Context: an optimization exercise on an open-source flow, tuned for small area, a short achievable clock period and few clock cycles per item. The choices shown serve that exercise and are no tape-out recipe.
Only simulation tests tie the RTL to the original design; equivalence was not proved.
Power figures rest on the tool's default switching activity, not on a simulated workload.

## job 8501
==> flow/design.v <==
`timescale 1ns / 1ps
module blk_sqrt (
    input wire [7:0] x,
    output wire [3:0] y
);
  wire new_n13, new_n14, new_n15, new_n17, new_n18, new_n19, new_n20,
    new_n21, new_n22, new_n23, new_n24, new_n25, new_n26, new_n27, new_n28,
    new_n29, new_n30, new_n31, new_n32, new_n33, new_n34, new_n35, new_n36,
    new_n37, new_n38, new_n39, new_n41, new_n42, new_n43, new_n44, new_n45,
    new_n47;
  assign new_n13 = ~x[0]  & ~x[1] ;
  assign new_n14 = ~x[2]  & new_n13;
  assign new_n15 = ~x[3]  & new_n14;
  assign y[3]  = x[6]  | x[7] ;
  assign new_n17 = ~x[2]  & ~x[3] ;
  assign new_n18 = ~x[4]  & new_n17;
  assign new_n19 = ~y[3]  & new_n18;
  assign new_n20 = x[3]  & ~new_n14;
  assign new_n21 = x[6]  & x[7] ;
  assign new_n22 = ~new_n20 & ~new_n21;
  assign new_n23 = ~new_n19 & new_n22;
  assign new_n24 = ~new_n15 & ~new_n23;
  assign new_n25 = x[4]  & y[3] ;
  assign new_n26 = x[5]  & ~x[7] ;
  assign new_n27 = ~x[5]  & x[7] ;
  assign new_n28 = ~new_n26 & ~new_n27;
  assign new_n29 = ~new_n25 & ~new_n28;
  assign new_n30 = new_n25 & new_n28;
  assign new_n31 = ~new_n29 & ~new_n30;
  assign new_n32 = ~new_n24 & new_n31;
  assign new_n33 = x[4]  & ~new_n15;
  assign new_n34 = ~x[7]  & ~new_n33;
  assign new_n35 = ~new_n27 & ~new_n34;
  assign new_n36 = ~x[4]  & ~x[5] ;
  assign new_n37 = ~x[6]  & new_n36;
  assign new_n38 = ~new_n18 & ~new_n37;
  assign new_n39 = ~new_n35 & new_n38;
  assign y[0]  = ~new_n32 & ~new_n39;
  assign new_n41 = ~new_n26 & ~new_n37;
  assign new_n42 = ~x[7]  & new_n18;
  assign new_n43 = ~new_n41 & ~new_n42;
  assign new_n44 = ~x[5]  & new_n18;
  assign new_n45 = new_n21 & ~new_n44;
  assign y[1]  = new_n43 | new_n45;
  assign new_n47 = ~x[6]  & ~new_n36;
  assign y[2]  = new_n21 | new_n47;
endmodule
`timescale 1ns / 1ps
module topModule(
    input clock,
    input reset,
    input start,
    input [7:0] input_a,
    input [7:0] input_b,
    output reg done,
    output [7:0] result
);
wire [3:0] r;
wire [4:0] lo;
wire [3:0] hi_inc;
wire [3:0] y;
reg  [7:0] sum_reg;
blk_sqrt u_sqrt1(.x(input_b), .y(r));
assign lo = {1'b0, input_a[3:0]} + {1'b0, r};
assign hi_inc = input_a[7:4] + 4'd1;
always @(posedge clock) begin
    done <= start & ~reset;
    sum_reg <= {lo[4] ? hi_inc : input_a[7:4], lo[3:0]};
end
blk_sqrt u_sqrt2(.x(sum_reg), .y(y));
assign result = {4'd0, y};
endmodule
==> flow/config.mk <==
export PLATFORM = sky130hd
export DESIGN_NAME = topModule
export DESIGN_NICKNAME = topModule
export VERILOG_FILES = /design/flow/design.v
export SDC_FILE = /design/flow/constraint.sdc
export NUM_CORES = 4
export LEC_CHECK = 0
export ABC_AREA = 1
export CAP_MARGIN = 20
export CORE_MARGIN = 2
export CORE_UTILIZATION = 40
export CTS_BUF_LIST = sky130_fd_sc_hd__clkbuf_2
export SLEW_MARGIN = 20
==> flow/constraint.sdc <==
create_clock -name core_clock -period 10.0 [get_ports {clock}]
set_input_delay 2.0000 -clock core_clock [delete_from_list [all_inputs] [get_ports {clock}]]
set_output_delay 2.0000 -clock core_clock [all_outputs]
set_load 0.01 [all_outputs]
standard.sh (not shown) runs the stock make flow with config.mk's settings and CLKGATE_MAP_FILE= SYNTH_SCRIPT=/design/flow/synth_recipe.tcl, a recipe that flattens the netlist after the stock synthesis.
==> flow/flow/run.sh <==
#!/bin/bash
# The standard layout with these changes:
#  - synthesis maps the logic with our own ABC script (flow/abc.script, area-oriented
#    mapping) instead of ORFS's, and leaves adders to ABC rather than mapping them to
#    full/half-adder cells first (MY_NO_FA). my_synth.tcl is synth_recipe.tcl with an abc
#    wrapper that swaps the script, so the rest of the synthesis (registers and their
#    names) is unchanged;
#  - the port buffers are sky130_fd_sc_hd__buf_1 instead of the slow clkdlybuf4s50_1 that
#    OpenROAD picks by default.
set -euo pipefail
here=$(pwd)
export MY_ABC_SCRIPT=$here/flow/abc.script
export MY_NO_FA=1
bash standard.sh finish \
  "SYNTH_SCRIPT=$here/flow/my_synth.tcl" \
  "BUFFER_PORTS_ARGS=-buffer_cell sky130_fd_sc_hd__buf_1" > standard.log 2>&1
==> flow/flow/abc.script <==
strash
dch -f
map -a
strash
dch -f
map -a
topo
==> flow/flow/my_synth.tcl <==
proc synth {args} { yosys synth -nofsm -noshare {*}$args }
# Technology mapping with our own ABC script and delay target (MY_ABC_SCRIPT, MY_ABC_D)
# instead of ORFS's; everything else in ORFS's synthesis is unchanged.
proc abc {args} {
  if {[info exists ::env(MY_ABC_SCRIPT)]} {
    set i [lsearch -exact $args -script]
    if {$i >= 0} { lset args [expr {$i + 1}] $::env(MY_ABC_SCRIPT) }
  }
  if {[info exists ::env(MY_ABC_D)]} {
    set i [lsearch -exact $args -D]
    if {$i >= 0} { lset args [expr {$i + 1}] $::env(MY_ABC_D) }
  }
  yosys abc {*}$args
}
# MY_NO_FA: leave adders to ABC instead of mapping them to full/half-adder cells first
if {[info exists ::env(MY_NO_FA)] && $::env(MY_NO_FA)} { set ::env(ADDER_MAP_FILE) "" }
source $::env(SCRIPTS_DIR)/synth.tcl
# left out here: clear keep_hierarchy, flatten, clean up, hide names made inside functions, write 1_2_yosys.v
Testbench counts of job 8501, summed over its fixed seeds: cycles 12,000, items 12,000.
Inputs modified between job 8501 and job 5963:
--- a/flow/flow/run.sh
+++ b/flow/flow/run.sh
@@ -14,3 +14,4 @@
 bash standard.sh finish \
   "SYNTH_SCRIPT=$here/flow/my_synth.tcl" \
-  "BUFFER_PORTS_ARGS=-buffer_cell sky130_fd_sc_hd__buf_1" > standard.log 2>&1
+  "BUFFER_PORTS_ARGS=-buffer_cell sky130_fd_sc_hd__buf_1" \
+  "CTS_ARGS=-repair_clock_nets -buf_list sky130_fd_sc_hd__clkbuf_2 -dont_use_dummy_load" > standard.log 2>&1
--- a/flow/config.mk
+++ b/flow/config.mk
@@ -8,6 +8,6 @@
 export ABC_AREA = 1
 export CAP_MARGIN = 20
-export CORE_MARGIN = 2
-export CORE_UTILIZATION = 40
+export CORE_AREA = 2 2 68 68
 export CTS_BUF_LIST = sky130_fd_sc_hd__clkbuf_2
+export DIE_AREA = 0 0 70 70
 export SLEW_MARGIN = 20
## What came out
Maximum frequency delta for job 5963 relative to job 8501: 1.1% higher. When job 5963 is measured against job 8501, its fraction of area in registers turns out 1.2 points lower. Power share of the sequential group sits higher in job 5963 than in job 8501. Job 5963 vs. job 8501: filler-free cell count of the finished design picked up an extra 35, combinational share of power shows an increase of 1.3 points, global-route usage fell 8.9 points. Summary of the comparison: post-route worst hold slack is lower in job 5963, relative to job 8501. [diff] final critical delay including setup and external delays, job 5963 relative to job 8501: improvement. Per-cell via count in the routed design was lower in job 5963 than in job 8501. In job 5963 the detailed route wirelength on metal3 turned out about 1.8% higher than in job 8501.
Edits applied to the flow inputs when going from job 5963 to job 6061:
--- a/flow/flow/run.sh
+++ b/flow/flow/run.sh
@@ -15,3 +15,3 @@
   "SYNTH_SCRIPT=$here/flow/my_synth.tcl" \
   "BUFFER_PORTS_ARGS=-buffer_cell sky130_fd_sc_hd__buf_1" \
-  "CTS_ARGS=-repair_clock_nets -buf_list sky130_fd_sc_hd__clkbuf_2 -dont_use_dummy_load" > standard.log 2>&1
+  "SETUP_SLACK_MARGIN=6.9" > standard.log 2>&1
--- outcome ---
| maximum vdd drop | job 6061 vs job 5963 | worse |. Across both runs, clock buffer count was higher for job 6061 than for job 5963. Compared to job 5963, job 6061 leaves less free space in the core. Run comparison: job 5963 last element of the critical path sum_reg[7]; job 6061 last element of the critical path result[0]. From job 5963 to job 6061 the numbers moved as follows: worst setup slack went up, part of the total power dissipated in the clock network went down, cell count went up.
The following lists how job 8967 was set up differently from job 6061:
--- a/flow/flow/run.sh
+++ b/flow/flow/run.sh
@@ -15,3 +15,4 @@
   "SYNTH_SCRIPT=$here/flow/my_synth.tcl" \
   "BUFFER_PORTS_ARGS=-buffer_cell sky130_fd_sc_hd__buf_1" \
-  "SETUP_SLACK_MARGIN=6.9" > standard.log 2>&1
+  "SKIP_REPAIR_TIE_FANOUT=1" \
+  "CTS_ARGS=-repair_clock_nets -buf_list sky130_fd_sc_hd__clkbuf_2 -dont_use_dummy_load" > standard.log 2>&1
--- outcome ---
- The setup slack after layout of job 8967 was inferior to that of job 6061.
- On job 8967: routed wire length is 17% lower than what job 6061 gave.
- Comparing job 6061 and job 8967, the lower number of cells in the finished layout apart from fillers is on job 8967.
- Job 6061 → job 8967: fmax down 27 MHz; sequential cell area down 5.9%; total power down about 23%; global-route usage down 1.3 points.
- Comparing the two runs side by side, job 8967 comes out ahead of job 6061 on leakage power.
- Delta(final period demand of the worst path, job 8967 - job 6061) > 0
- Job 8967 vs job 6061: number of inserted filler cells in the final layout down slightly
- Area added between synthesis and finish delta for job 8967 relative to job 6061: 49 points lower

[what the ideal ports hide]
No port has a modelled driver above. Below, the same layouts with a new extraction and two added sets of constraints. Step 1 sets driving cells, clkbuf_16 on the clock port and buf_2 on the other inputs (assumed; they add their load-dependent delay and slew). Step 2 also shifts input and output timing later by t, the mid clock arrival at the registers, as if the neighbouring blocks saw the same clock. a / b / c = ideal ports / drivers / drivers and shift; a / b = the first two.
run | shift t [ns] | setup slack, ns | worst slew at a driven data input, ns | cell pins on the clock port's net
job 8501 | 0.237 | 6.298 / 6.297 / 6.059 | 0.03 | 1
job 5963 | 0.243 | 6.339 / 6.337 / 6.094 | 0.03 | 1
job 6061 | 0.253 | 6.626 / 6.606 / 6.364 | 0.05 | 1
job 8967 | 0.230 | 6.290 / 6.274 / 6.045 | 0.04 | 1
After both steps every run listed still meets setup and hold. For job 6061, which loses most, drivers alone change the setup slack by -0.020 ns; drivers and shift together by -0.262 ns.
